This design comes from an exercise in tuning for small area on the open sky130 flow, not from production work. The RTL was checked by simulation tests, not by an equivalence proof against the original design.

`config.mk`:
```
export PLATFORM = sky130hd
export DESIGN_NAME = motor1stab
export DESIGN_NICKNAME = motor1stab
export VERILOG_FILES = /design/flow/design.v
export SDC_FILE = /design/flow/constraint.sdc
export NUM_CORES = 4
export LEC_CHECK = 0
export CAP_MARGIN = 20
export CORE_MARGIN = 2
export CORE_UTILIZATION = 40
export SLEW_MARGIN = 20
```
`run.sh`:
```
#!/bin/bash
# synth_recipe.tcl (not shown) runs the flow's synth.tcl, then flattens the netlist and writes it again
# the make line also repeats each setting of config.mk as NAME=value (left out here)
make -C /OpenROAD-flow-scripts/flow DESIGN_CONFIG=/design/flow/config.mk WORK_HOME=/design/flow/orfs CLKGATE_MAP_FILE= SYNTH_SCRIPT=/design/flow/synth_recipe.tcl finish
```
`design.v`:
```
module motor1stab(clk, rst,
m1in, m2in, m3in, m4in, ch6ratio, ch3ratio,
m1ratio,m2ratio,m3ratio,m4ratio);
input [10:0] m1in, m2in, m3in, m4in,  ch6ratio, ch3ratio;
input clk,rst;
output [10:0] m1ratio,m2ratio,m3ratio,m4ratio;
localparam P0 = 3'b000,   
           P1 = 3'b001,   
           AA = 3'b010,   
           AB = 3'b011,   
           WF = 3'b100,   
           WS = 3'b101,   
           GB = 3'b110;   
localparam [16:0] LFSR_END = 17'h151ae;
reg [2:0] ph;
reg [16:0] lfsr;
reg sec2;
reg [10:0] a1, a2, a3, a4;    
reg [10:0] b1, b2, b3, b4;    
reg [10:0] r1, r2, r3, r4;    
wire first = (ph == WF);
wire [10:0] x1 = first ? a1 : b1;
wire [10:0] x2 = first ? a2 : b2;
wire neq = (m1in != x1) || (m2in != x2);
always @(posedge clk or negedge rst)
if (!rst) begin
	ph <= P0;
	lfsr <= 17'd0;
	sec2 <= 1'b0;
end else begin
	lfsr <= {lfsr[15:0], ~(lfsr[16] ^ lfsr[13])};
	if (lfsr == LFSR_END) sec2 <= 1'b1;
	case (ph)
	P0: ph <= P1;
	P1: ph <= WF;
	WF: ph <= (neq || sec2) ? GB : WS;
	WS: ph <= neq ? GB : WS;
	GB: ph <= AA;
	AA: ph <= AB;
	AB: ph <= WF;
	default: ph <= P0;
	endcase
end
wire cap_a = ph[2] | ~ph[1];    
wire adj   = ~ph[2] & ph[1];
always @(posedge clk) begin
	if (cap_a) begin
		a1 <= m1in; a2 <= m2in; a3 <= m3in; a4 <= m4in;
	end
	if (first) begin
		b1 <= a1; b2 <= a2; b3 <= a3; b4 <= a4;
	end
end
wire gt1, gt2, gt3, gt4;
wire [10:0] d1, d2, d3, d4;
wire [11:0] cp, cp3;
wire [4:0] w0, w1, w2, w3, w4;
wire t1 = ch6ratio[3] ^ ch6ratio[0];
wire t2 = ch6ratio[3] & ch6ratio[0];
wire t3 = ch6ratio[4] ^ ch6ratio[1] ^ t2;
wire t4 = (ch6ratio[4] & ch6ratio[1]) | (t2 & (ch6ratio[4] ^ ch6ratio[1]));
wire t5 = ch6ratio[5] ^ ch6ratio[2] ^ ch6ratio[0];
wire t6 = (ch6ratio[5] & ch6ratio[2]) | (ch6ratio[0] & (ch6ratio[5] ^ ch6ratio[2]));
wire t7 = t5 ^ t4;
wire t8 = t5 & t4;
wire t9 = ch6ratio[6] ^ ch6ratio[3] ^ ch6ratio[1];
wire t10 = (ch6ratio[6] & ch6ratio[3]) | (ch6ratio[1] & (ch6ratio[6] ^ ch6ratio[3]));
wire t11 = t6 ^ t9 ^ t8;
wire t12 = (t6 & t9) | (t8 & (t6 ^ t9));
wire t13 = ch6ratio[7] ^ ch6ratio[4] ^ ch6ratio[2];
wire t14 = (ch6ratio[7] & ch6ratio[4]) | (ch6ratio[2] & (ch6ratio[7] ^ ch6ratio[4]));
wire t15 = t10 ^ t13 ^ t12;
wire t16 = (t10 & t13) | (t12 & (t10 ^ t13));
wire t17 = ch6ratio[8] ^ ch6ratio[5] ^ ch6ratio[3];
wire t18 = (ch6ratio[8] & ch6ratio[5]) | (ch6ratio[3] & (ch6ratio[8] ^ ch6ratio[5]));
wire t19 = t14 ^ t17 ^ t16;
wire t20 = (t14 & t17) | (t16 & (t14 ^ t17));
wire t21 = ch6ratio[9] ^ ch6ratio[6] ^ ch6ratio[4];
wire t22 = (ch6ratio[9] & ch6ratio[6]) | (ch6ratio[4] & (ch6ratio[9] ^ ch6ratio[6]));
wire t23 = t18 ^ t21 ^ t20;
wire t24 = (t18 & t21) | (t20 & (t18 ^ t21));
wire t25 = ch6ratio[10] ^ ch6ratio[7] ^ ch6ratio[5];
wire t26 = (ch6ratio[10] & ch6ratio[7]) | (ch6ratio[5] & (ch6ratio[10] ^ ch6ratio[7]));
wire t27 = ch6ratio[0] ^ t22 ^ t25;
wire t28 = (ch6ratio[0] & t22) | (t25 & (ch6ratio[0] ^ t22));
wire t29 = t27 ^ t24;
wire t30 = t27 & t24;
wire t31 = ch6ratio[8] ^ ch6ratio[6] ^ ch6ratio[1];
wire t32 = t26 ^ t31 ^ t28;
wire t33 = t32 ^ t30;
wire t34 = ch6ratio[0] ^ ch6ratio[1];
wire t35 = ch6ratio[0] & ch6ratio[1];
wire t36 = ch6ratio[1] ^ ch6ratio[2] ^ t35;
wire t37 = (ch6ratio[1] & ch6ratio[2]) | (t35 & (ch6ratio[1] ^ ch6ratio[2]));
wire t38 = ch6ratio[2] ^ t1 ^ t37;
wire t39 = (ch6ratio[2] & t1) | (t37 & (ch6ratio[2] ^ t1));
wire t40 = t1 ^ t3 ^ t39;
wire t41 = (t1 & t3) | (t39 & (t1 ^ t3));
wire t42 = t3 ^ t7 ^ t41;
wire t43 = (t3 & t7) | (t41 & (t3 ^ t7));
wire t44 = t7 ^ t11 ^ t43;
wire t45 = (t7 & t11) | (t43 & (t7 ^ t11));
wire t46 = t11 ^ t15 ^ t45;
wire t47 = (t11 & t15) | (t45 & (t11 ^ t15));
wire t48 = t15 ^ t19 ^ t47;
wire t49 = (t15 & t19) | (t47 & (t15 ^ t19));
wire t50 = t19 ^ t23 ^ t49;
wire t51 = (t19 & t23) | (t49 & (t19 ^ t23));
wire t52 = t23 ^ t29 ^ t51;
wire t53 = (t23 & t29) | (t51 & (t23 ^ t29));
wire t54 = t29 ^ t33 ^ t53;
wire t55 = ch6ratio[0] ^ ch6ratio[5] ^ ch6ratio[7];
wire t56 = (ch6ratio[0] & ch6ratio[5]) | (ch6ratio[7] & (ch6ratio[0] ^ ch6ratio[5]));
wire t57 = ch6ratio[1] ^ ch6ratio[5] ^ ch6ratio[6];
wire t58 = (ch6ratio[1] & ch6ratio[5]) | (ch6ratio[6] & (ch6ratio[1] ^ ch6ratio[5]));
wire t59 = ch6ratio[7] ^ ch6ratio[8] ^ t56;
wire t60 = (ch6ratio[7] & ch6ratio[8]) | (t56 & (ch6ratio[7] ^ ch6ratio[8]));
wire t61 = t57 ^ t59;
wire t62 = t57 & t59;
wire t63 = ch6ratio[2] ^ ch6ratio[5] ^ ch6ratio[6];
wire t64 = (ch6ratio[2] & ch6ratio[5]) | (ch6ratio[6] & (ch6ratio[2] ^ ch6ratio[5]));
wire t65 = ch6ratio[8] ^ ch6ratio[9] ^ t58;
wire t66 = (ch6ratio[8] & ch6ratio[9]) | (t58 & (ch6ratio[8] ^ ch6ratio[9]));
wire t67 = t63 ^ t60 ^ t65;
wire t68 = (t63 & t60) | (t65 & (t63 ^ t60));
wire t69 = t62 ^ t67;
wire t70 = t62 & t67;
wire t71 = ch6ratio[3] ^ ch6ratio[6] ^ ch6ratio[9];
wire t72 = (ch6ratio[3] & ch6ratio[6]) | (ch6ratio[9] & (ch6ratio[3] ^ ch6ratio[6]));
wire t73 = ch6ratio[10] ^ t64 ^ t71;
wire t74 = (ch6ratio[10] & t64) | (t71 & (ch6ratio[10] ^ t64));
wire t75 = t66 ^ t73 ^ t68;
wire t76 = (t66 & t73) | (t68 & (t66 ^ t73));
wire t77 = t70 ^ t75;
wire t78 = t70 & t75;
wire t79 = ch6ratio[4] ^ ch6ratio[10] ^ t72;
wire t80 = (ch6ratio[4] & ch6ratio[10]) | (t72 & (ch6ratio[4] ^ ch6ratio[10]));
wire t81 = t74 ^ t79 ^ t76;
wire t82 = (t74 & t79) | (t76 & (t74 ^ t79));
wire t83 = t78 ^ t81;
wire t84 = t78 & t81;
wire t85 = t80 ^ t82 ^ t84;
wire t86 = (t80 & t82) | (t84 & (t80 ^ t82));
wire t87 = t86 | (t85 & t83 & (t77 | t69 | t61));
wire t88 = t87 & ~t61;
wire t89 = t87 & t61;
wire t90 = t69 ^ t88;
wire t91 = t69 & t88;
wire t92 = t77 ^ t88 ^ t91;
wire t93 = (t77 & t88) | (t91 & (t77 ^ t88));
wire t94 = t89 | t93;
wire t95 = t83 ^ t94;
wire t96 = t83 & t94;
wire t97 = t85 ^ t96;
wire t98 = t61 ^ t87;
wire t99 = t97 | (t95 & t92 & (t90 | t98 | t55));
wire t100 = t99 & ~t55;
wire t101 = t99 & t55;
wire t102 = t98 ^ t100;
wire t103 = t98 & t100;
wire t104 = t90 ^ t100 ^ t103;
wire t105 = (t90 & t100) | (t103 & (t90 ^ t100));
wire t106 = t101 | t105;
wire t107 = t92 ^ t106;
wire t108 = t92 & t106;
wire t109 = t95 ^ t108;
wire t110 = t55 ^ t99;
wire t111 = t109 | (t107 & t104 & (t102 | t110 | 1'b0));
wire t112 = t111 & ~1'b0;
wire t113 = t111 & 1'b0;
wire t114 = t110 ^ t112;
wire t115 = t110 & t112;
wire t116 = t102 ^ t112 ^ t115;
wire t117 = (t102 & t112) | (t115 & (t102 ^ t112));
wire t118 = t113 | t117;
wire t119 = t104 ^ t118;
wire t120 = t104 & t118;
wire t121 = t107 ^ t120;
wire t122 = 1'b0 ^ t111;
wire t123 = t121 | (t119 & t116 & (t114 | t122 | 1'b0));
wire t124 = t123 & ~1'b0;
wire t125 = t123 & 1'b0;
wire t126 = t122 ^ t124;
wire t127 = t122 & t124;
wire t128 = t114 ^ t124 ^ t127;
wire t129 = (t114 & t124) | (t127 & (t114 ^ t124));
wire t130 = t125 | t129;
wire t131 = t116 ^ t130;
wire t132 = t116 & t130;
wire t133 = t119 ^ t132;
wire t134 = 1'b0 ^ t123;
wire t135 = t133 | (t131 & t128 & (t126 | t134 | 1'b0));
wire t136 = t135 & ~1'b0;
wire t137 = t135 & 1'b0;
wire t138 = t134 ^ t136;
wire t139 = t134 & t136;
wire t140 = t126 ^ t136 ^ t139;
wire t141 = (t126 & t136) | (t139 & (t126 ^ t136));
wire t142 = t137 | t141;
wire t143 = t128 ^ t142;
wire t144 = t128 & t142;
wire t145 = t131 ^ t144;
wire t146 = 1'b0 ^ t135;
wire t147 = t145 | (t143 & t140 & (t138 | t146 | 1'b0));
wire t148 = t147 & ~1'b0;
wire t149 = t147 & 1'b0;
wire t150 = t146 ^ t148;
wire t151 = t146 & t148;
wire t152 = t138 ^ t148 ^ t151;
wire t153 = (t138 & t148) | (t151 & (t138 ^ t148));
wire t154 = t149 | t153;
wire t155 = t140 ^ t154;
wire t156 = t140 & t154;
wire t157 = t143 ^ t156;
wire t158 = 1'b0 ^ t147;
wire t159 = a1[0] ^ a2[0] ^ a3[0];
wire t160 = (a1[0] & a2[0]) | (a3[0] & (a1[0] ^ a2[0]));
wire t161 = a4[0] ^ t159;
wire t162 = a4[0] & t159;
wire t163 = a1[1] ^ a2[1] ^ a3[1];
wire t164 = (a1[1] & a2[1]) | (a3[1] & (a1[1] ^ a2[1]));
wire t165 = a4[1] ^ t160 ^ t163;
wire t166 = (a4[1] & t160) | (t163 & (a4[1] ^ t160));
wire t167 = t162 ^ t165;
wire t168 = t162 & t165;
wire t169 = a1[2] ^ a2[2] ^ a3[2];
wire t170 = (a1[2] & a2[2]) | (a3[2] & (a1[2] ^ a2[2]));
wire t171 = a4[2] ^ t164 ^ t169;
wire t172 = (a4[2] & t164) | (t169 & (a4[2] ^ t164));
wire t173 = t166 ^ t171 ^ t168;
wire t174 = (t166 & t171) | (t168 & (t166 ^ t171));
wire t175 = a1[3] ^ a2[3] ^ a3[3];
wire t176 = (a1[3] & a2[3]) | (a3[3] & (a1[3] ^ a2[3]));
wire t177 = a4[3] ^ t170 ^ t175;
wire t178 = (a4[3] & t170) | (t175 & (a4[3] ^ t170));
wire t179 = t172 ^ t177 ^ t174;
wire t180 = (t172 & t177) | (t174 & (t172 ^ t177));
wire t181 = a1[4] ^ a2[4] ^ a3[4];
wire t182 = (a1[4] & a2[4]) | (a3[4] & (a1[4] ^ a2[4]));
wire t183 = a4[4] ^ t176 ^ t181;
wire t184 = (a4[4] & t176) | (t181 & (a4[4] ^ t176));
wire t185 = t178 ^ t183 ^ t180;
wire t186 = (t178 & t183) | (t180 & (t178 ^ t183));
wire t187 = a1[5] ^ a2[5] ^ a3[5];
wire t188 = (a1[5] & a2[5]) | (a3[5] & (a1[5] ^ a2[5]));
wire t189 = a4[5] ^ t182 ^ t187;
wire t190 = (a4[5] & t182) | (t187 & (a4[5] ^ t182));
wire t191 = t184 ^ t189 ^ t186;
wire t192 = (t184 & t189) | (t186 & (t184 ^ t189));
wire t193 = a1[6] ^ a2[6] ^ a3[6];
wire t194 = (a1[6] & a2[6]) | (a3[6] & (a1[6] ^ a2[6]));
wire t195 = a4[6] ^ t188 ^ t193;
wire t196 = (a4[6] & t188) | (t193 & (a4[6] ^ t188));
wire t197 = t190 ^ t195 ^ t192;
wire t198 = (t190 & t195) | (t192 & (t190 ^ t195));
wire t199 = a1[7] ^ a2[7] ^ a3[7];
wire t200 = (a1[7] & a2[7]) | (a3[7] & (a1[7] ^ a2[7]));
wire t201 = a4[7] ^ t194 ^ t199;
wire t202 = (a4[7] & t194) | (t199 & (a4[7] ^ t194));
wire t203 = t196 ^ t201 ^ t198;
wire t204 = (t196 & t201) | (t198 & (t196 ^ t201));
wire t205 = a1[8] ^ a2[8] ^ a3[8];
wire t206 = (a1[8] & a2[8]) | (a3[8] & (a1[8] ^ a2[8]));
wire t207 = a4[8] ^ t200 ^ t205;
wire t208 = (a4[8] & t200) | (t205 & (a4[8] ^ t200));
wire t209 = t202 ^ t207 ^ t204;
wire t210 = (t202 & t207) | (t204 & (t202 ^ t207));
wire t211 = a1[9] ^ a2[9] ^ a3[9];
wire t212 = (a1[9] & a2[9]) | (a3[9] & (a1[9] ^ a2[9]));
wire t213 = a4[9] ^ t206 ^ t211;
wire t214 = (a4[9] & t206) | (t211 & (a4[9] ^ t206));
wire t215 = t208 ^ t213 ^ t210;
wire t216 = (t208 & t213) | (t210 & (t208 ^ t213));
wire t217 = a1[10] ^ a2[10] ^ a3[10];
wire t218 = (a1[10] & a2[10]) | (a3[10] & (a1[10] ^ a2[10]));
wire t219 = a4[10] ^ t212 ^ t217;
wire t220 = (a4[10] & t212) | (t217 & (a4[10] ^ t212));
wire t221 = t214 ^ t219 ^ t216;
wire t222 = (t214 & t219) | (t216 & (t214 ^ t219));
wire t223 = t218 ^ t220 ^ t222;
wire t224 = (t218 & t220) | (t222 & (t218 ^ t220));
wire t225 = (a1[0] & ~t173) | (a1[0] & 1'b0) | (~t173 & 1'b0);
wire t226 = (a1[1] & ~t179) | (a1[1] & t225) | (~t179 & t225);
wire t227 = (a1[2] & ~t185) | (a1[2] & t226) | (~t185 & t226);
wire t228 = (a1[3] & ~t191) | (a1[3] & t227) | (~t191 & t227);
wire t229 = (a1[4] & ~t197) | (a1[4] & t228) | (~t197 & t228);
wire t230 = (a1[5] & ~t203) | (a1[5] & t229) | (~t203 & t229);
wire t231 = (a1[6] & ~t209) | (a1[6] & t230) | (~t209 & t230);
wire t232 = (a1[7] & ~t215) | (a1[7] & t231) | (~t215 & t231);
wire t233 = (a1[8] & ~t221) | (a1[8] & t232) | (~t221 & t232);
wire t234 = (a1[9] & ~t223) | (a1[9] & t233) | (~t223 & t233);
wire t235 = (a1[10] & ~t224) | (a1[10] & t234) | (~t224 & t234);
assign gt1 = t235;
wire t236 = (a2[0] & ~t173) | (a2[0] & 1'b0) | (~t173 & 1'b0);
wire t237 = (a2[1] & ~t179) | (a2[1] & t236) | (~t179 & t236);
wire t238 = (a2[2] & ~t185) | (a2[2] & t237) | (~t185 & t237);
wire t239 = (a2[3] & ~t191) | (a2[3] & t238) | (~t191 & t238);
wire t240 = (a2[4] & ~t197) | (a2[4] & t239) | (~t197 & t239);
wire t241 = (a2[5] & ~t203) | (a2[5] & t240) | (~t203 & t240);
wire t242 = (a2[6] & ~t209) | (a2[6] & t241) | (~t209 & t241);
wire t243 = (a2[7] & ~t215) | (a2[7] & t242) | (~t215 & t242);
wire t244 = (a2[8] & ~t221) | (a2[8] & t243) | (~t221 & t243);
wire t245 = (a2[9] & ~t223) | (a2[9] & t244) | (~t223 & t244);
wire t246 = (a2[10] & ~t224) | (a2[10] & t245) | (~t224 & t245);
assign gt2 = t246;
wire t247 = (a3[0] & ~t173) | (a3[0] & 1'b0) | (~t173 & 1'b0);
wire t248 = (a3[1] & ~t179) | (a3[1] & t247) | (~t179 & t247);
wire t249 = (a3[2] & ~t185) | (a3[2] & t248) | (~t185 & t248);
wire t250 = (a3[3] & ~t191) | (a3[3] & t249) | (~t191 & t249);
wire t251 = (a3[4] & ~t197) | (a3[4] & t250) | (~t197 & t250);
wire t252 = (a3[5] & ~t203) | (a3[5] & t251) | (~t203 & t251);
wire t253 = (a3[6] & ~t209) | (a3[6] & t252) | (~t209 & t252);
wire t254 = (a3[7] & ~t215) | (a3[7] & t253) | (~t215 & t253);
wire t255 = (a3[8] & ~t221) | (a3[8] & t254) | (~t221 & t254);
wire t256 = (a3[9] & ~t223) | (a3[9] & t255) | (~t223 & t255);
wire t257 = (a3[10] & ~t224) | (a3[10] & t256) | (~t224 & t256);
assign gt3 = t257;
wire t258 = (a4[0] & ~t173) | (a4[0] & 1'b0) | (~t173 & 1'b0);
wire t259 = (a4[1] & ~t179) | (a4[1] & t258) | (~t179 & t258);
wire t260 = (a4[2] & ~t185) | (a4[2] & t259) | (~t185 & t259);
wire t261 = (a4[3] & ~t191) | (a4[3] & t260) | (~t191 & t260);
wire t262 = (a4[4] & ~t197) | (a4[4] & t261) | (~t197 & t261);
wire t263 = (a4[5] & ~t203) | (a4[5] & t262) | (~t203 & t262);
wire t264 = (a4[6] & ~t209) | (a4[6] & t263) | (~t209 & t263);
wire t265 = (a4[7] & ~t215) | (a4[7] & t264) | (~t215 & t264);
wire t266 = (a4[8] & ~t221) | (a4[8] & t265) | (~t221 & t265);
wire t267 = (a4[9] & ~t223) | (a4[9] & t266) | (~t223 & t266);
wire t268 = (a4[10] & ~t224) | (a4[10] & t267) | (~t224 & t267);
assign gt4 = t268;
wire t269 = ~a1[0];
wire t270 = ~a1[1];
wire t271 = ~a1[2];
wire t272 = ~a1[3];
wire t273 = ~a1[4];
wire t274 = ~a1[5];
wire t275 = ~a1[6];
wire t276 = ~a1[7];
wire t277 = ~a1[8];
wire t278 = ~a1[9];
wire t279 = ~a1[10];
wire t280 = ~(b1[0] ^ t269);
wire t281 = b1[0] | t269;
wire t282 = b1[1] ^ t270 ^ t281;
wire t283 = (b1[1] & t270) | (t281 & (b1[1] ^ t270));
wire t284 = b1[2] ^ t271 ^ t283;
wire t285 = (b1[2] & t271) | (t283 & (b1[2] ^ t271));
wire t286 = b1[3] ^ t272 ^ t285;
wire t287 = (b1[3] & t272) | (t285 & (b1[3] ^ t272));
wire t288 = b1[4] ^ t273 ^ t287;
wire t289 = (b1[4] & t273) | (t287 & (b1[4] ^ t273));
wire t290 = b1[5] ^ t274 ^ t289;
wire t291 = (b1[5] & t274) | (t289 & (b1[5] ^ t274));
wire t292 = b1[6] ^ t275 ^ t291;
wire t293 = (b1[6] & t275) | (t291 & (b1[6] ^ t275));
wire t294 = b1[7] ^ t276 ^ t293;
wire t295 = (b1[7] & t276) | (t293 & (b1[7] ^ t276));
wire t296 = b1[8] ^ t277 ^ t295;
wire t297 = (b1[8] & t277) | (t295 & (b1[8] ^ t277));
wire t298 = b1[9] ^ t278 ^ t297;
wire t299 = (b1[9] & t278) | (t297 & (b1[9] ^ t278));
wire t300 = b1[10] ^ t279 ^ t299;
assign d1 = {t300, t298, t296, t294, t292, t290, t288, t286, t284, t282, t280};
wire t301 = ~a2[0];
wire t302 = ~a2[1];
wire t303 = ~a2[2];
wire t304 = ~a2[3];
wire t305 = ~a2[4];
wire t306 = ~a2[5];
wire t307 = ~a2[6];
wire t308 = ~a2[7];
wire t309 = ~a2[8];
wire t310 = ~a2[9];
wire t311 = ~a2[10];
wire t312 = ~(b2[0] ^ t301);
wire t313 = b2[0] | t301;
wire t314 = b2[1] ^ t302 ^ t313;
wire t315 = (b2[1] & t302) | (t313 & (b2[1] ^ t302));
wire t316 = b2[2] ^ t303 ^ t315;
wire t317 = (b2[2] & t303) | (t315 & (b2[2] ^ t303));
wire t318 = b2[3] ^ t304 ^ t317;
wire t319 = (b2[3] & t304) | (t317 & (b2[3] ^ t304));
wire t320 = b2[4] ^ t305 ^ t319;
wire t321 = (b2[4] & t305) | (t319 & (b2[4] ^ t305));
wire t322 = b2[5] ^ t306 ^ t321;
wire t323 = (b2[5] & t306) | (t321 & (b2[5] ^ t306));
wire t324 = b2[6] ^ t307 ^ t323;
wire t325 = (b2[6] & t307) | (t323 & (b2[6] ^ t307));
wire t326 = b2[7] ^ t308 ^ t325;
wire t327 = (b2[7] & t308) | (t325 & (b2[7] ^ t308));
wire t328 = b2[8] ^ t309 ^ t327;
wire t329 = (b2[8] & t309) | (t327 & (b2[8] ^ t309));
wire t330 = b2[9] ^ t310 ^ t329;
wire t331 = (b2[9] & t310) | (t329 & (b2[9] ^ t310));
wire t332 = b2[10] ^ t311 ^ t331;
assign d2 = {t332, t330, t328, t326, t324, t322, t320, t318, t316, t314, t312};
wire t333 = ~a3[0];
wire t334 = ~a3[1];
wire t335 = ~a3[2];
wire t336 = ~a3[3];
wire t337 = ~a3[4];
wire t338 = ~a3[5];
wire t339 = ~a3[6];
wire t340 = ~a3[7];
wire t341 = ~a3[8];
wire t342 = ~a3[9];
wire t343 = ~a3[10];
wire t344 = ~(b3[0] ^ t333);
wire t345 = b3[0] | t333;
wire t346 = b3[1] ^ t334 ^ t345;
wire t347 = (b3[1] & t334) | (t345 & (b3[1] ^ t334));
wire t348 = b3[2] ^ t335 ^ t347;
wire t349 = (b3[2] & t335) | (t347 & (b3[2] ^ t335));
wire t350 = b3[3] ^ t336 ^ t349;
wire t351 = (b3[3] & t336) | (t349 & (b3[3] ^ t336));
wire t352 = b3[4] ^ t337 ^ t351;
wire t353 = (b3[4] & t337) | (t351 & (b3[4] ^ t337));
wire t354 = b3[5] ^ t338 ^ t353;
wire t355 = (b3[5] & t338) | (t353 & (b3[5] ^ t338));
wire t356 = b3[6] ^ t339 ^ t355;
wire t357 = (b3[6] & t339) | (t355 & (b3[6] ^ t339));
wire t358 = b3[7] ^ t340 ^ t357;
wire t359 = (b3[7] & t340) | (t357 & (b3[7] ^ t340));
wire t360 = b3[8] ^ t341 ^ t359;
wire t361 = (b3[8] & t341) | (t359 & (b3[8] ^ t341));
wire t362 = b3[9] ^ t342 ^ t361;
wire t363 = (b3[9] & t342) | (t361 & (b3[9] ^ t342));
wire t364 = b3[10] ^ t343 ^ t363;
assign d3 = {t364, t362, t360, t358, t356, t354, t352, t350, t348, t346, t344};
wire t365 = ~a4[0];
wire t366 = ~a4[1];
wire t367 = ~a4[2];
wire t368 = ~a4[3];
wire t369 = ~a4[4];
wire t370 = ~a4[5];
wire t371 = ~a4[6];
wire t372 = ~a4[7];
wire t373 = ~a4[8];
wire t374 = ~a4[9];
wire t375 = ~a4[10];
wire t376 = ~(b4[0] ^ t365);
wire t377 = b4[0] | t365;
wire t378 = b4[1] ^ t366 ^ t377;
wire t379 = (b4[1] & t366) | (t377 & (b4[1] ^ t366));
wire t380 = b4[2] ^ t367 ^ t379;
wire t381 = (b4[2] & t367) | (t379 & (b4[2] ^ t367));
wire t382 = b4[3] ^ t368 ^ t381;
wire t383 = (b4[3] & t368) | (t381 & (b4[3] ^ t368));
wire t384 = b4[4] ^ t369 ^ t383;
wire t385 = (b4[4] & t369) | (t383 & (b4[4] ^ t369));
wire t386 = b4[5] ^ t370 ^ t385;
wire t387 = (b4[5] & t370) | (t385 & (b4[5] ^ t370));
wire t388 = b4[6] ^ t371 ^ t387;
wire t389 = (b4[6] & t371) | (t387 & (b4[6] ^ t371));
wire t390 = b4[7] ^ t372 ^ t389;
wire t391 = (b4[7] & t372) | (t389 & (b4[7] ^ t372));
wire t392 = b4[8] ^ t373 ^ t391;
wire t393 = (b4[8] & t373) | (t391 & (b4[8] ^ t373));
wire t394 = b4[9] ^ t374 ^ t393;
wire t395 = (b4[9] & t374) | (t393 & (b4[9] ^ t374));
wire t396 = b4[10] ^ t375 ^ t395;
assign d4 = {t396, t394, t392, t390, t388, t386, t384, t382, t380, t378, t376};
assign cp = {t33, t29, t23, t19, t15, t11, t7, t3, t1, ch6ratio[2], ch6ratio[1], ch6ratio[0]};
assign cp3 = {t54, t52, t50, t48, t46, t44, t42, t40, t38, t36, t34, ch6ratio[0]};
assign w0 = {t109, t107, t104, t102, t110};
assign w1 = {t121, t119, t116, t114, t122};
assign w2 = {t133, t131, t128, t126, t134};
assign w3 = {t145, t143, t140, t138, t146};
assign w4 = {t157, t155, t152, t150, t158};
wire act1 = gt1 & (|d1);
wire act2 = gt2 & (|d2);
wire act3 = gt3 & (|d3);
wire act4 = gt4 & (|d4);
wire s12 = act1 & act2;
wire [10:0] u1d = act1 ? d1 : d2;
wire [10:0] u2d = s12 ? d2 : d3;
wire [10:0] u3d = act4 ? d4 : d3;
wire [10:0] u1m = act1 ? m1in : m2in;
wire [10:0] u2m = s12 ? m2in : m3in;
wire [10:0] u3m = act4 ? m4in : m3in;
wire [10:0] u1o, u2o, u3o;
dunit u1 (.d(u1d), .m(u1m), .cp(cp), .cp3(cp3), .w0(w0), .w1(w1), .w2(w2), .w3(w3), .w4(w4), .c0(ch6ratio[0]), .o(u1o));
dunit u2 (.d(u2d), .m(u2m), .cp(cp), .cp3(cp3), .w0(w0), .w1(w1), .w2(w2), .w3(w3), .w4(w4), .c0(ch6ratio[0]), .o(u2o));
dunit u3 (.d(u3d), .m(u3m), .cp(cp), .cp3(cp3), .w0(w0), .w1(w1), .w2(w2), .w3(w3), .w4(w4), .c0(ch6ratio[0]), .o(u3o));
wire [10:0] o1 = u1o;
wire [10:0] o2 = act1 ? u2o : u1o;
wire [10:0] o3 = s12 ? u3o : u2o;
wire [10:0] o4 = u3o;
wire off = ch3ratio < 11'd50;
wire [10:0] n1 = off ? 11'd0 : act1 ? o1 : m1in;
wire [10:0] n2 = off ? 11'd0 : act2 ? o2 : m2in;
wire [10:0] n3 = off ? 11'd0 : act3 ? o3 : m3in;
wire [10:0] n4 = off ? 11'd0 : act4 ? o4 : m4in;
assign m1ratio = adj ? n1 : r1;
assign m2ratio = adj ? n2 : r2;
assign m3ratio = adj ? n3 : r3;
assign m4ratio = adj ? n4 : r4;
always @(posedge clk or negedge rst)
if (!rst) begin
	r1 <= 11'd0; r2 <= 11'd0; r3 <= 11'd0; r4 <= 11'd0;
end else begin
	r1 <= m1ratio; r2 <= m2ratio; r3 <= m3ratio; r4 <= m4ratio;
end
endmodule
module dunit(d, m, cp, cp3, w0, w1, w2, w3, w4, c0, o);
input [10:0] d;
input [10:0] m;
input [11:0] cp;
input [11:0] cp3;
input [4:0] w0;
input [4:0] w1;
input [4:0] w2;
input [4:0] w3;
input [4:0] w4;
input [0:0] c0;
output [10:0] o;
wire n1 = d[0] ^ d[5] ^ d[7];
wire n2 = (d[0] & d[5]) | (d[7] & (d[0] ^ d[5]));
wire n3 = d[1] ^ d[5] ^ d[6];
wire n4 = (d[1] & d[5]) | (d[6] & (d[1] ^ d[5]));
wire n5 = d[7] ^ d[8] ^ n2;
wire n6 = (d[7] & d[8]) | (n2 & (d[7] ^ d[8]));
wire n7 = n3 ^ n5;
wire n8 = n3 & n5;
wire n9 = d[2] ^ d[5] ^ d[6];
wire n10 = (d[2] & d[5]) | (d[6] & (d[2] ^ d[5]));
wire n11 = d[8] ^ d[9] ^ n4;
wire n12 = (d[8] & d[9]) | (n4 & (d[8] ^ d[9]));
wire n13 = n9 ^ n6 ^ n11;
wire n14 = (n9 & n6) | (n11 & (n9 ^ n6));
wire n15 = n8 ^ n13;
wire n16 = n8 & n13;
wire n17 = d[3] ^ d[6] ^ d[9];
wire n18 = (d[3] & d[6]) | (d[9] & (d[3] ^ d[6]));
wire n19 = d[10] ^ n10 ^ n17;
wire n20 = (d[10] & n10) | (n17 & (d[10] ^ n10));
wire n21 = n12 ^ n19 ^ n14;
wire n22 = (n12 & n19) | (n14 & (n12 ^ n19));
wire n23 = n16 ^ n21;
wire n24 = n16 & n21;
wire n25 = d[4] ^ d[10] ^ n18;
wire n26 = (d[4] & d[10]) | (n18 & (d[4] ^ d[10]));
wire n27 = n20 ^ n25 ^ n22;
wire n28 = (n20 & n25) | (n22 & (n20 ^ n25));
wire n29 = n24 ^ n27;
wire n30 = n24 & n27;
wire n31 = n26 ^ n28 ^ n30;
wire n32 = (n26 & n28) | (n30 & (n26 ^ n28));
wire n33 = n32 | (n31 & n29 & (n23 | n15 | n7));
wire n34 = n33 & ~n7;
wire n35 = n33 & n7;
wire n36 = n15 ^ n34;
wire n37 = n15 & n34;
wire n38 = n23 ^ n34 ^ n37;
wire n39 = (n23 & n34) | (n37 & (n23 ^ n34));
wire n40 = n35 | n39;
wire n41 = n29 ^ n40;
wire n42 = n29 & n40;
wire n43 = n31 ^ n42;
wire n44 = n7 ^ n33;
wire n45 = n43 | (n41 & n38 & (n36 | n44 | n1));
wire n46 = n45 & ~n1;
wire n47 = n45 & n1;
wire n48 = n44 ^ n46;
wire n49 = n44 & n46;
wire n50 = n36 ^ n46 ^ n49;
wire n51 = (n36 & n46) | (n49 & (n36 ^ n46));
wire n52 = n47 | n51;
wire n53 = n38 ^ n52;
wire n54 = n38 & n52;
wire n55 = n41 ^ n54;
wire n56 = n1 ^ n45;
wire n57 = n56 & w0[0];
wire n58 = n56 & w0[1];
wire n59 = n56 & w0[2];
wire n60 = n56 & w0[3];
wire n61 = n56 & w0[4];
wire n62 = n48 & w1[0];
wire n63 = n48 & w1[1];
wire n64 = n48 & w1[2];
wire n65 = n48 & w1[3];
wire n66 = n48 & w1[4];
wire n67 = n50 & w2[0];
wire n68 = n50 & w2[1];
wire n69 = n50 & w2[2];
wire n70 = n50 & w2[3];
wire n71 = n50 & w2[4];
wire n72 = n53 & w3[0];
wire n73 = n53 & w3[1];
wire n74 = n53 & w3[2];
wire n75 = n53 & w3[3];
wire n76 = n53 & w3[4];
wire n77 = n55 & w4[0];
wire n78 = n55 & w4[1];
wire n79 = n55 & w4[2];
wire n80 = n55 & w4[3];
wire n81 = n55 & w4[4];
wire n82 = n57 ^ n62 ^ n67;
wire n83 = (n57 & n62) | (n67 & (n57 ^ n62));
wire n84 = n72 ^ n77 ^ n82;
wire n85 = (n72 & n77) | (n82 & (n72 ^ n77));
wire n86 = n58 ^ n63 ^ n68;
wire n87 = (n58 & n63) | (n68 & (n58 ^ n63));
wire n88 = n73 ^ n78 ^ n83;
wire n89 = (n73 & n78) | (n83 & (n73 ^ n78));
wire n90 = n86 ^ n85 ^ n88;
wire n91 = (n86 & n85) | (n88 & (n86 ^ n85));
wire n92 = n59 ^ n64 ^ n69;
wire n93 = (n59 & n64) | (n69 & (n59 ^ n64));
wire n94 = n74 ^ n79 ^ n87;
wire n95 = (n74 & n79) | (n87 & (n74 ^ n79));
wire n96 = n92 ^ n89 ^ n94;
wire n97 = (n92 & n89) | (n94 & (n92 ^ n89));
wire n98 = n91 ^ n96;
wire n99 = n91 & n96;
wire n100 = n60 ^ n65 ^ n70;
wire n101 = (n60 & n65) | (n70 & (n60 ^ n65));
wire n102 = n75 ^ n80 ^ n93;
wire n103 = (n75 & n80) | (n93 & (n75 ^ n80));
wire n104 = n100 ^ n95 ^ n102;
wire n105 = (n100 & n95) | (n102 & (n100 ^ n95));
wire n106 = n97 ^ n104 ^ n99;
wire n107 = (n97 & n104) | (n99 & (n97 ^ n104));
wire n108 = n61 ^ n66 ^ n71;
wire n109 = (n61 & n66) | (n71 & (n61 ^ n66));
wire n110 = n76 ^ n81 ^ n101;
wire n111 = (n76 & n81) | (n101 & (n76 ^ n81));
wire n112 = n108 ^ n103 ^ n110;
wire n113 = (n108 & n103) | (n110 & (n108 ^ n103));
wire n114 = n105 ^ n112 ^ n107;
wire n115 = (n105 & n112) | (n107 & (n105 ^ n112));
wire n116 = n109 ^ n111 ^ n113;
wire n117 = (n109 & n111) | (n113 & (n109 ^ n111));
wire n118 = n116 ^ n115;
wire n119 = n116 & n115;
wire n120 = n117 ^ n119;
wire n121 = n120 | (n118 & n114 & (n106 | n98 | n90));
wire n122 = n121 & ~n90;
wire n123 = n121 & n90;
wire n124 = n98 ^ n122;
wire n125 = n98 & n122;
wire n126 = n106 ^ n122 ^ n125;
wire n127 = (n106 & n122) | (n125 & (n106 ^ n122));
wire n128 = n123 | n127;
wire n129 = n114 ^ n128;
wire n130 = n114 & n128;
wire n131 = n118 ^ n130;
wire n132 = n90 ^ n121;
wire n133 = n131 | (n129 & n126 & (n124 | n132 | n84));
wire n134 = n133 & ~n84;
wire n135 = n133 & n84;
wire n136 = n132 ^ n134;
wire n137 = n132 & n134;
wire n138 = n124 ^ n134 ^ n137;
wire n139 = (n124 & n134) | (n137 & (n124 ^ n134));
wire n140 = n135 | n139;
wire n141 = n126 ^ n140;
wire n142 = n126 & n140;
wire n143 = n129 ^ n142;
wire n144 = n84 ^ n133;
wire n145 = (d[0] & c0) ^ n144;
wire n146 = (1'b0 & ~d[0] & ~d[1] & ~d[2]) | (~1'b0 & d[0] & ~d[1] & ~d[2]) | (1'b0 & ~d[0] & d[1] & d[2]) | (~1'b0 & d[0] & d[1] & d[2]);
wire n147 = (1'b0 & d[0] & ~d[1] & ~d[2]) | (~1'b0 & ~d[0] & d[1] & ~d[2]) | (1'b0 & d[0] & ~d[1] & d[2]) | (~1'b0 & ~d[0] & d[1] & d[2]);
wire n148 = (1'b0 & ~d[0] & d[1] & ~d[2]) | (~1'b0 & d[0] & d[1] & ~d[2]) | (1'b0 & ~d[0] & ~d[1] & d[2]) | (~1'b0 & d[0] & ~d[1] & d[2]);
wire n149 = (1'b0 & d[0] & d[1] & ~d[2]) | (~1'b0 & ~d[0] & ~d[1] & d[2]);
wire n150 = (1'b0 & ~d[0] & ~d[1] & ~d[2]) | (~1'b0 & d[0] & ~d[1] & ~d[2]) | (1'b0 & d[0] & ~d[1] & ~d[2]) | (~1'b0 & ~d[0] & d[1] & ~d[2]) | (1'b0 & ~d[0] & d[1] & ~d[2]) | (~1'b0 & d[0] & d[1] & ~d[2]) | (1'b0 & d[0] & d[1] & ~d[2]);
wire n151 = (d[2] & ~d[3] & ~d[4] & ~d[5]) | (~d[2] & d[3] & ~d[4] & ~d[5]) | (d[2] & ~d[3] & d[4] & d[5]) | (~d[2] & d[3] & d[4] & d[5]);
wire n152 = (d[2] & d[3] & ~d[4] & ~d[5]) | (~d[2] & ~d[3] & d[4] & ~d[5]) | (d[2] & d[3] & ~d[4] & d[5]) | (~d[2] & ~d[3] & d[4] & d[5]);
wire n153 = (d[2] & ~d[3] & d[4] & ~d[5]) | (~d[2] & d[3] & d[4] & ~d[5]) | (d[2] & ~d[3] & ~d[4] & d[5]) | (~d[2] & d[3] & ~d[4] & d[5]);
wire n154 = (d[2] & d[3] & d[4] & ~d[5]) | (~d[2] & ~d[3] & ~d[4] & d[5]);
wire n155 = (d[2] & ~d[3] & ~d[4] & ~d[5]) | (~d[2] & d[3] & ~d[4] & ~d[5]) | (d[2] & d[3] & ~d[4] & ~d[5]) | (~d[2] & ~d[3] & d[4] & ~d[5]) | (d[2] & ~d[3] & d[4] & ~d[5]) | (~d[2] & d[3] & d[4] & ~d[5]) | (d[2] & d[3] & d[4] & ~d[5]);
wire n156 = (d[5] & ~d[6] & ~d[7] & ~d[8]) | (~d[5] & d[6] & ~d[7] & ~d[8]) | (d[5] & ~d[6] & d[7] & d[8]) | (~d[5] & d[6] & d[7] & d[8]);
wire n157 = (d[5] & d[6] & ~d[7] & ~d[8]) | (~d[5] & ~d[6] & d[7] & ~d[8]) | (d[5] & d[6] & ~d[7] & d[8]) | (~d[5] & ~d[6] & d[7] & d[8]);
wire n158 = (d[5] & ~d[6] & d[7] & ~d[8]) | (~d[5] & d[6] & d[7] & ~d[8]) | (d[5] & ~d[6] & ~d[7] & d[8]) | (~d[5] & d[6] & ~d[7] & d[8]);
wire n159 = (d[5] & d[6] & d[7] & ~d[8]) | (~d[5] & ~d[6] & ~d[7] & d[8]);
wire n160 = (d[5] & ~d[6] & ~d[7] & ~d[8]) | (~d[5] & d[6] & ~d[7] & ~d[8]) | (d[5] & d[6] & ~d[7] & ~d[8]) | (~d[5] & ~d[6] & d[7] & ~d[8]) | (d[5] & ~d[6] & d[7] & ~d[8]) | (~d[5] & d[6] & d[7] & ~d[8]) | (d[5] & d[6] & d[7] & ~d[8]);
wire n161 = (d[8] & ~d[9] & ~d[10] & ~1'b0) | (~d[8] & d[9] & ~d[10] & ~1'b0) | (d[8] & ~d[9] & d[10] & 1'b0) | (~d[8] & d[9] & d[10] & 1'b0);
wire n162 = (d[8] & d[9] & ~d[10] & ~1'b0) | (~d[8] & ~d[9] & d[10] & ~1'b0) | (d[8] & d[9] & ~d[10] & 1'b0) | (~d[8] & ~d[9] & d[10] & 1'b0);
wire n163 = (d[8] & ~d[9] & d[10] & ~1'b0) | (~d[8] & d[9] & d[10] & ~1'b0) | (d[8] & ~d[9] & ~d[10] & 1'b0) | (~d[8] & d[9] & ~d[10] & 1'b0);
wire n164 = (d[8] & d[9] & d[10] & ~1'b0) | (~d[8] & ~d[9] & ~d[10] & 1'b0);
wire n165 = (d[8] & ~d[9] & ~d[10] & ~1'b0) | (~d[8] & d[9] & ~d[10] & ~1'b0) | (d[8] & d[9] & ~d[10] & ~1'b0) | (~d[8] & ~d[9] & d[10] & ~1'b0) | (d[8] & ~d[9] & d[10] & ~1'b0) | (~d[8] & d[9] & d[10] & ~1'b0) | (d[8] & d[9] & d[10] & ~1'b0);
wire n166 = ((n146 & cp[0]) | (n148 & cp3[0])) ^ n150;
wire n167 = ((n146 & cp[1]) | (n147 & cp[0]) | (n148 & cp3[1])) ^ n150;
wire n168 = ((n146 & cp[2]) | (n147 & cp[1]) | (n148 & cp3[2]) | (n149 & cp[0])) ^ n150;
wire n169 = ((n146 & cp[3]) | (n147 & cp[2]) | (n148 & cp3[3]) | (n149 & cp[1])) ^ n150;
wire n170 = ((n146 & cp[4]) | (n147 & cp[3]) | (n148 & cp3[4]) | (n149 & cp[2])) ^ n150;
wire n171 = ((n146 & cp[5]) | (n147 & cp[4]) | (n148 & cp3[5]) | (n149 & cp[3])) ^ n150;
wire n172 = ((n146 & cp[6]) | (n147 & cp[5]) | (n148 & cp3[6]) | (n149 & cp[4])) ^ n150;
wire n173 = ((n146 & cp[7]) | (n147 & cp[6]) | (n148 & cp3[7]) | (n149 & cp[5])) ^ n150;
wire n174 = ((n146 & cp[8]) | (n147 & cp[7]) | (n148 & cp3[8]) | (n149 & cp[6])) ^ n150;
wire n175 = ((n146 & cp[9]) | (n147 & cp[8]) | (n148 & cp3[9]) | (n149 & cp[7])) ^ n150;
wire n176 = ((n146 & cp[10]) | (n147 & cp[9]) | (n148 & cp3[10]) | (n149 & cp[8])) ^ n150;
wire n177 = ((n146 & cp[11]) | (n147 & cp[10]) | (n148 & cp3[11]) | (n149 & cp[9])) ^ n150;
wire n178 = ((n151 & cp[0]) | (n153 & cp3[0])) ^ n155;
wire n179 = ((n151 & cp[1]) | (n152 & cp[0]) | (n153 & cp3[1])) ^ n155;
wire n180 = ((n151 & cp[2]) | (n152 & cp[1]) | (n153 & cp3[2]) | (n154 & cp[0])) ^ n155;
wire n181 = ((n151 & cp[3]) | (n152 & cp[2]) | (n153 & cp3[3]) | (n154 & cp[1])) ^ n155;
wire n182 = ((n151 & cp[4]) | (n152 & cp[3]) | (n153 & cp3[4]) | (n154 & cp[2])) ^ n155;
wire n183 = ((n151 & cp[5]) | (n152 & cp[4]) | (n153 & cp3[5]) | (n154 & cp[3])) ^ n155;
wire n184 = ((n151 & cp[6]) | (n152 & cp[5]) | (n153 & cp3[6]) | (n154 & cp[4])) ^ n155;
wire n185 = ((n151 & cp[7]) | (n152 & cp[6]) | (n153 & cp3[7]) | (n154 & cp[5])) ^ n155;
wire n186 = ((n151 & cp[8]) | (n152 & cp[7]) | (n153 & cp3[8]) | (n154 & cp[6])) ^ n155;
wire n187 = ((n156 & cp[0]) | (n158 & cp3[0])) ^ n160;
wire n188 = ((n156 & cp[1]) | (n157 & cp[0]) | (n158 & cp3[1])) ^ n160;
wire n189 = ((n156 & cp[2]) | (n157 & cp[1]) | (n158 & cp3[2]) | (n159 & cp[0])) ^ n160;
wire n190 = ((n156 & cp[3]) | (n157 & cp[2]) | (n158 & cp3[3]) | (n159 & cp[1])) ^ n160;
wire n191 = ((n156 & cp[4]) | (n157 & cp[3]) | (n158 & cp3[4]) | (n159 & cp[2])) ^ n160;
wire n192 = ((n156 & cp[5]) | (n157 & cp[4]) | (n158 & cp3[5]) | (n159 & cp[3])) ^ n160;
wire n193 = ((n161 & cp[0]) | (n163 & cp3[0])) ^ n165;
wire n194 = ((n161 & cp[1]) | (n162 & cp[0]) | (n163 & cp3[1])) ^ n165;
wire n195 = ((n161 & cp[2]) | (n162 & cp[1]) | (n163 & cp3[2]) | (n164 & cp[0])) ^ n165;
wire n196 = n144 ^ n145 ^ n166;
wire n197 = (n144 & n145) | (n166 & (n144 ^ n145));
wire n198 = n150 ^ n196;
wire n199 = n150 & n196;
wire n200 = m[0] ^ n136 ^ n167;
wire n201 = (m[0] & n136) | (n167 & (m[0] ^ n136));
wire n202 = n197 ^ n200 ^ n199;
wire n203 = (n197 & n200) | (n199 & (n197 ^ n200));
wire n204 = m[1] ^ n138 ^ n168;
wire n205 = (m[1] & n138) | (n168 & (m[1] ^ n138));
wire n206 = n201 ^ n204 ^ n203;
wire n207 = (n201 & n204) | (n203 & (n201 ^ n204));
wire n208 = m[2] ^ n141 ^ n144;
wire n209 = (m[2] & n141) | (n144 & (m[2] ^ n141));
wire n210 = n169 ^ n178 ^ n155;
wire n211 = (n169 & n178) | (n155 & (n169 ^ n178));
wire n212 = n205 ^ n208 ^ n210;
wire n213 = (n205 & n208) | (n210 & (n205 ^ n208));
wire n214 = n212 ^ n207;
wire n215 = n212 & n207;
wire n216 = m[3] ^ n143 ^ n136;
wire n217 = (m[3] & n143) | (n136 & (m[3] ^ n143));
wire n218 = n170 ^ n179 ^ n209;
wire n219 = (n170 & n179) | (n209 & (n170 ^ n179));
wire n220 = n211 ^ n216 ^ n213;
wire n221 = (n211 & n216) | (n213 & (n211 ^ n216));
wire n222 = n218 ^ n220 ^ n215;
wire n223 = (n218 & n220) | (n215 & (n218 ^ n220));
wire n224 = m[4] ^ n138 ^ n144;
wire n225 = (m[4] & n138) | (n144 & (m[4] ^ n138));
wire n226 = n171 ^ n180 ^ n217;
wire n227 = (n171 & n180) | (n217 & (n171 ^ n180));
wire n228 = n224 ^ n219 ^ n226;
wire n229 = (n224 & n219) | (n226 & (n224 ^ n219));
wire n230 = n221 ^ n228 ^ n223;
wire n231 = (n221 & n228) | (n223 & (n221 ^ n228));
wire n232 = m[5] ^ n141 ^ n136;
wire n233 = (m[5] & n141) | (n136 & (m[5] ^ n141));
wire n234 = n172 ^ n181 ^ n187;
wire n235 = (n172 & n181) | (n187 & (n172 ^ n181));
wire n236 = n160 ^ n225 ^ n232;
wire n237 = (n160 & n225) | (n232 & (n160 ^ n225));
wire n238 = n234 ^ n227 ^ n236;
wire n239 = (n234 & n227) | (n236 & (n234 ^ n227));
wire n240 = n229 ^ n238 ^ n231;
wire n241 = (n229 & n238) | (n231 & (n229 ^ n238));
wire n242 = m[6] ^ n143 ^ n138;
wire n243 = (m[6] & n143) | (n138 & (m[6] ^ n143));
wire n244 = n173 ^ n182 ^ n188;
wire n245 = (n173 & n182) | (n188 & (n173 ^ n182));
wire n246 = n233 ^ n235 ^ n242;
wire n247 = (n233 & n235) | (n242 & (n233 ^ n235));
wire n248 = n244 ^ n237 ^ n246;
wire n249 = (n244 & n237) | (n246 & (n244 ^ n237));
wire n250 = n239 ^ n248 ^ n241;
wire n251 = (n239 & n248) | (n241 & (n239 ^ n248));
wire n252 = m[7] ^ n141 ^ n174;
wire n253 = (m[7] & n141) | (n174 & (m[7] ^ n141));
wire n254 = n183 ^ n189 ^ n243;
wire n255 = (n183 & n189) | (n243 & (n183 ^ n189));
wire n256 = n245 ^ n252 ^ n247;
wire n257 = (n245 & n252) | (n247 & (n245 ^ n252));
wire n258 = n254 ^ n249 ^ n256;
wire n259 = (n254 & n249) | (n256 & (n254 ^ n249));
wire n260 = n258 ^ n251;
wire n261 = n258 & n251;
wire n262 = m[8] ^ n143 ^ n175;
wire n263 = (m[8] & n143) | (n175 & (m[8] ^ n143));
wire n264 = n184 ^ n190 ^ n193;
wire n265 = (n184 & n190) | (n193 & (n184 ^ n190));
wire n266 = n165 ^ n253 ^ n262;
wire n267 = (n165 & n253) | (n262 & (n165 ^ n253));
wire n268 = n264 ^ n255 ^ n266;
wire n269 = (n264 & n255) | (n266 & (n264 ^ n255));
wire n270 = n257 ^ n268 ^ n259;
wire n271 = (n257 & n268) | (n259 & (n257 ^ n268));
wire n272 = n270 ^ n261;
wire n273 = n270 & n261;
wire n274 = m[9] ^ n144 ^ n176;
wire n275 = (m[9] & n144) | (n176 & (m[9] ^ n144));
wire n276 = n185 ^ n191 ^ n194;
wire n277 = (n185 & n191) | (n194 & (n185 ^ n191));
wire n278 = n263 ^ n265 ^ n274;
wire n279 = (n263 & n265) | (n274 & (n263 ^ n265));
wire n280 = n276 ^ n267 ^ n278;
wire n281 = (n276 & n267) | (n278 & (n276 ^ n267));
wire n282 = n269 ^ n280 ^ n271;
wire n283 = (n269 & n280) | (n271 & (n269 ^ n280));
wire n284 = n282 ^ n273;
wire n285 = n282 & n273;
wire n286 = m[10] ^ n136 ^ n145;
wire n287 = n177 ^ n186 ^ n192;
wire n288 = n195 ^ n275 ^ n277;
wire n289 = n286 ^ n287 ^ n279;
wire n290 = n288 ^ n281 ^ n289;
wire n291 = n290 ^ n283 ^ n285;
assign o = {n291, n284, n272, n260, n250, n240, n230, n222, n214, n206, n202};
endmodule
```
`constraint.sdc`:
```
create_clock -name core_clock -period 40.0 [get_ports {clk}]
set_input_delay 8.0000 -clock core_clock [delete_from_list [all_inputs] [get_ports {clk}]]
set_output_delay 8.0000 -clock core_clock [all_outputs]
set_load 0.01 [all_outputs]
```
==> results.yml, run 1 <==
critical_path:
  critPathKind: "in2out"
  worstSetupStartpointType: "input port"
  slowest_delay_ns: 0.58
  cp-startpoint: "ch6ratio[9]"
  crit_arrival_ns: 30.81
  crit_path_end_kind: "primary output"
  critPathMaxFanout: 7
  cpMostUsedCell: "fa_1"
  reg2reg_slack_ns: 14.33
  cp_slowest_cell: "clkdlybuf4s50_1"
  r2r-start: "a1[1]"
  crit_required_ns: 32.00
global_route:
  grt_pass1_vias: 17710
  grt-ovfl-total: 0
  grt_pass1_wl_mm: 106.6
  antenna_found_initial: 1
  grt_max_degree: 66
  track_usage_pct: 25.09
clock_tree:
  clock_latency_ns: 0.45
  clock-sinks: 153
  cts_buffers: 17
  htree_num_levels: 4
  clockBufferDepth: 2
  clk_pin_slew_ns: 0.07
  cts_root_buf: "clkbuf_16"
  cts_tree: "built"
  cts_hold_buf: 0
timing:
  hold_viol: 0
  min_period_ns: 38.81
  max_freq_mhz: 25.76
  max_slew.worst_pin.slew_ns: 1.089
  setup_violations: 0
  fin_crit_sh_pct: 97.04
  fin_skew_ns: 0.01633
  slew_headroom_pct: 27.15
  slew_violations: 0
synth:
  yosysTopAreaCellShare_pct: 28.93
  syn_area_um2: 21930
  ys_types: 84
  synth_cells: 2283
  synth.most_common_cell: "inv_1"
  syn_avg_cell_area_um2: 9.607
  synth_fp_nets: 2791
  synthTopCellsByCount: "inv_1, fa_1, nand2_1"
  ys_ff_latch: 153
  synth_area_leader_cell: "fa_1"
  synth_edf_count: 66
  synth_seq_area_share_pct: 18.46
  synth_warnings: 1
  netlist_top_cells_area: "fa_1, edfxtp_1, dfrtp_1, ha_1, inv_1"
  async_flop_share_pct: 42.48
  ys.flop_type: "edfxtp_1"
cells_and_area:
  fillers: 5172
  area_growth_pct: 11.54
  stdcell_count: 3059
  nets: 2858
  layout-drive-gt1-share_pct: 6.898
  postLayoutCoreUtil_pct: 45.28
  diodes: 0
detailed_routing:
  met1_length_mm: 28.74
  drc_errors: 0
  dr_wl_met2_mm: 33.95
  wl_met3_mm: 4.303
  drtIter0Drc: 1314
  vias_per_cell: 5.585
  ant_nets: 0
  highest_layer: "met4"
  firstDrtPassIters: 8
  totalWireLength_mm: 69.92
  wl_per_cell_um: 22.86
  dr_total_vias: 17090
floorplanning:
  die-area_um2: 56720
  pin_count: 112
  start_util_pct: 40.60
  row_count: 85
  die-height_um: 238.2
  design.core.area_um2: 54030
  die_x_um: 238.2
placement:
  portBuffers: 110
  place_inst: 3024
  globalplace.congestion: 0.9260
  dp_hpwl_mm: 57.51
min_path:
  min_from: "lfsr[8]"
  hp-class: "reg2reg"
status:
  status: "timing/DRC/antenna clean"
flow_run:
  max-cap-violations: 0
## final timing paths
check	to	cells after the start
min	lfsr[9]	0
min in group asynchronous	r3[7]	2
max in group asynchronous	lfsr[14]	2
max reg2reg	r3[10]	96
max	m3ratio[10]	93
min reg2reg	lfsr[9]	0
## worst max-delay path: cells and delay by family
kind	cells	cell delay [ns]
simple gates	9	1.60
buf+inv	14	2.25
mux	1	0.12
fa+ha+maj	49	15.19
xor+xnor	11	2.19
compound gates	9	1.47
## placed cells by master, fill, tap and decap left out, drive strengths merged, types with 19 or more instances in the layout
master | netlist | routed
clkdlybuf4s50 | 0 | 104
a222oi | 19 | 19
buf | 21 | 34
fa | 317 | 317
nor2b | 23 | 23
clkbuf | 74 | 19
dfxtp | 22 | 22
nor3 | 27 | 27
xor2 | 81 | 81
ha | 123 | 123
nand2b | 22 | 22
mux2i | 104 | 104
mux2 | 37 | 37
and2 | 45 | 45
edfxtp | 66 | 66
a221oi | 33 | 33
o21ai | 100 | 100
a21oi | 78 | 78
o22ai | 19 | 19
xnor2 | 106 | 106
dfrtp | 65 | 65
nor2 | 100 | 100
nand2 | 236 | 236
inv | 352 | 363
## metrics by stage
step	cell area, µm²	setup slack, ns	hold slack (ns)	setup TNS, ns
2_1_floorplan	21930	3.218	0.3454	0
3_3_place_gp	23780	0.5975	0.3520	0
3_5_place_dp	23780	0.05457	0.3548	0
4_1_cts	24360	0.1220	0.3701	0
5_1_grt	24460	-0.008750	0.3784	-0.008750
6_report	24460	1.186	0.3683	0
## per-layer routing
metal	up-vias	global-route usage, %
li1	7677	-
met1	8659	33.08
met2	643	42.23
met3	106	2.973
met4	0	9.773
met5	-	0
## sequential cells by signal, summed over array words and instances (netlist names)
register,flops
a4,11
b4,11
ph,3
a1,11
b3,11
b2,11
r4,11
sec2,1
r3,11
a2,11
b1,11
r1,11
r2,11
a3,11
lfsr,17
## layout make-up
class	instances	area, µm²	share of cell area, %
multi-input cells	1678	16250	66.44
inverters	357	1340	5.478
well taps	696	870.8	3.560
clock buffers	19	452.9	1.851
flip-flops and latches	153	4049	16.55
clock inverters	13	120.1	0.4910
repair buffers	143	1376	5.626
## cell families after synthesis
kind of cell	share of synthesized area, %
and+or+nand+nor	11.01
buffers and inverters	7.833
adders and majority gates	36.53
AOI/OAI and AO/OA	11.72
xor gates and xnor gates	7.776
DFF	18.46
muxes	6.663
## what timing repair did
item,4_1_cts,5_1_grt
buffers inserted,0,2
resized for setup,1,16
endpoints found under the hold margin,0,0
pin swaps,0,7
endpoints found under the setup margin,1,4
==> run 2: changes to the inputs <==
==> flow/run.sh (new file) <==
#!/bin/bash
# Own layout flow: the standard layout (standard.sh) with one change: synthesis
# maps the logic with an area-oriented ABC script (flow/abc_area.script, used as
# ORFS's abc_area.script with ABC_AREA=1) instead of ORFS's speed script.
# Yosys's own steps, and so the registers, are those of the standard synthesis.
set -euo pipefail
here=$(pwd)
rm -rf "$here/scripts_local"
cp -r "$FLOW_HOME/scripts" "$here/scripts_local"
cp "$here/flow/abc_area.script" "$here/scripts_local/abc_area.script"
bash standard.sh SCRIPTS_DIR="$here/scripts_local" ABC_AREA=1 synth > "$here/flow_synth.log" 2>&1
bash standard.sh finish > "$here/flow_finish.log" 2>&1
==> flow/abc_area.script (new file) <==
strash
dch -f
map -a
topo
==> standard.sh (new file) <==
#!/bin/bash
# synth_recipe.tcl (not shown) runs the flow's synth.tcl, then flattens the netlist and writes it again
# the make line also repeats each setting of config.mk as NAME=value (left out here)
make -C /OpenROAD-flow-scripts/flow DESIGN_CONFIG=/design/flow/config.mk WORK_HOME=/design/flow/orfs CLKGATE_MAP_FILE= SYNTH_SCRIPT=/design/flow/synth_recipe.tcl "${@:-finish}"
removed: run.sh
==> results.yml, run 2 <==
synth:
  muxShareOfSynthArea_pct: 0.2949
  yosysTopAreaCellShare_pct: 31.16
  synth-adder-area-share_pct: 39.11
  ys_types: 41
  synth_cells: 2233
  netlist_top_cells_area: "fa_1, edfxtp_1, clkinv_1, dfrtp_1, ha_1"
  synth_compound_area_share_pct: 14.10
  synth_edf_count: 66
  ys_ff_latch: 153
  synth_xor_area_share_pct: 7.181
  syn_avg_cell_area_um2: 9.121
  synthSimpleGateAreaFrac_pct: 10.77
  synth_seq_area_share_pct: 19.88
  synth_area_leader_cell: "fa_1"
  syn_area_um2: 20370
  synthTopCellsByCount: "clkinv_1, fa_1, nand2_1"
  synth.most_common_cell: "clkinv_1"
  ys.flop_type: "edfxtp_1"
  synth_warnings: 1
  synth_top_family_by_area: "adder cells"
  synth_fp_nets: 2741
  async_flop_share_pct: 42.48
detailed_routing:
  totalWireLength_mm: 63.49
  ant_nets: 0
  drtIter0Drc: 1425
  firstDrtPassIters: 6
  drc_errors: 0
  vias_per_cell: 5.377
  dr_total_vias: 16530
  wl_per_cell_um: 20.65
cells_and_area:
  regMostFlops: "lfsr"
  diodes: 0
  postLayoutCoreUtil_pct: 46.16
  nets: 2898
  layout-drive-gt1-share_pct: 4.869
  layout_common_cells: "clkinv_1, fa_1, nand2_1"
  fillers: 4870
  area_growth_pct: 13.71
  mostFrequentLayoutCell: "clkinv_1"
  largest_register_ff_count: 17
timing:
  max_freq_mhz: 25.81
  setup_tns_ns: 0
  max_slew.worst_pin.slew_ns: 1.217
  slew_headroom_pct: 17.98
  fin_skew_ns: 0.01329
  setup_violations: 0
  slew_violations: 0
  fin_crit_sh_pct: 96.87
  rsz0062_at_grt: "false"
  holdWs_ns: 0.3695
  min_period_ns: 38.75
  hold_viol: 0
global_route:
  grt_pass1_wl_mm: 98.15
  use_met2_pct: 41.74
  grt-ovfl-total: 0
  antenna_found_initial: 0
  grt_max_degree: 70
  met1_usage_pct: 32.71
  track_usage_pct: 24.51
  grt_use_met3_pct: 2.617
  grt_pass1_vias: 16860
  grt.busiest_layer: "met2"
critical_path:
  slowest_delay_ns: 0.61
  crit_required_ns: 32.00
  worstSetupStartpointType: "input port"
  crit_path_end_kind: "primary output"
  crit_arrival_ns: 30.75
  critPathKind: "in2out"
  critPathMaxFanout: 6
  cp_slowest_cell: "clkdlybuf4s50_1"
status:
  status: "timing/DRC/antenna clean"
floorplanning:
  design.core.area_um2: 50170
  pin_count: 112
  die-area_um2: 52740
  die_x_um: 229.7
  start_util_pct: 40.60
  die-height_um: 229.7
  row_count: 82
placement:
  portBuffers: 110
  globalplace.congestion: 0.9462
  dp_hpwl_mm: 52.41
flow_run:
  max-cap-violations: 0
clock_tree:
  clock_latency_ns: 0.46
  clk_pin_slew_ns: 0.07
  cts_tree: "built"
  htree_num_levels: 4
  clock-sinks: 153
  cts_root_buf: "clkbuf_16"
  clockBufferDepth: 2
  cts_buffers: 17
min_path:
  hp-class: "reg2reg"
[run 2: repair_timing]
item,in CTS,in global routing
gates resized for setup,0,9
hold buffers,0,0
endpoints found under the setup margin,0,14
buffers inserted,0,0
[run 2: worst paths after layout]
| path | start | slack, ns | cells after the start | end |
|---|---|---|---|---|
| worst max-delay path | ch6ratio[9] | 1.25 | 93 | m3ratio[8] |
| worst min-delay path | lfsr[11] | 0.37 | 0 | lfsr[12] |
| worst max register to register | a1[1] | 14.11 | 91 | r3[9] |
| worst min register to register | lfsr[11] | 0.37 | 0 | lfsr[12] |
| max in group asynchronous | rst | 31.64 | 2 | r2[2] |
| min in group asynchronous | rst | 7.74 | 2 | r3[4] |
[run 2: cells by family after synthesis]
family          count (synthesis)
compound gates                461
xor+xnor                      167
fa+ha+maj                     448
buf+inv                       470
flops                         153
mux                             6
simple gates                  528
[run 2: cell type report]
type	count	area, µm²	share of cell area (%)
multi-input cells	1610	14610	63.10
flip-flops and latches	153	4049	17.48
inverters	470	1769	7.640
repair buffers	138	1314	5.673
well taps	672	840.8	3.631
clock buffers	17	425.4	1.837
clock inverters	15	147.6	0.6375
[run 2: worst max-delay path, delay by kind of cell]
kind            cells  cell delay [ns]
fa+ha+maj          48            15.48
simple gates       16             2.33
buf+inv            20             3.33
compound gates      8             1.33
xor+xnor            1             0.28
[run 2: routing by layer]
| metal | up-vias | wire length (µm) |
|---|---|---|
| met5 | - | 0 |
| met4 | 0 | 1923 |
| met3 | 100 | 3379 |
| met2 | 564 | 31290 |
| met1 | 8262 | 26900 |
| li1 | 7607 | - |
[run 2: per-stage QoR]
stage | area (µm²) | std cells | worst slack (ns)
finish | 23160 | 3075 | 1.251
global route | 23160 | 3075 | 0.03139
CTS | 23120 | 3075 | 0.4846
detailed placement | 22550 | 3043 | 0.5171
global placement | 22550 | 3043 | 0.8266
floorplan | 20370 | 2233 | 3.649

## static timing again, ports no longer ideal
In the flow no input, the clock included, has a driving cell. The finished layouts below were timed again as built, in two steps. Step 1 sets driving cells, clkbuf_16 on the clock port and buf_2 on the other inputs (assumed; they add their load-dependent delay and slew). Step 2, shift: input delay + t, output delay - t, t = (earliest + latest rising clock arrival at the registers) / 2. This alone moves slack from input paths to output paths. Three values: ideal, step 1, step 2; two values: the first two.
run | t, ns | setup slack, ns | worst hold slack (ns) | worst setup path after step 2 | clock arrival spread, ns
run 1 | 0.492 | 1.186 / 1.162 / 1.162 | 0.368 / 0.368 / 0.368 | input to output | 0.017 / 0.017
run 2 | 0.500 | 1.251 / 1.228 / 1.228 | 0.369 / 0.369 / 0.369 | input to output | 0.013 / 0.013
After both steps every run listed still meets setup and hold. The setup slack of run 1, which loses most, moves by -0.024 ns with the drivers and by -0.024 ns with both steps.
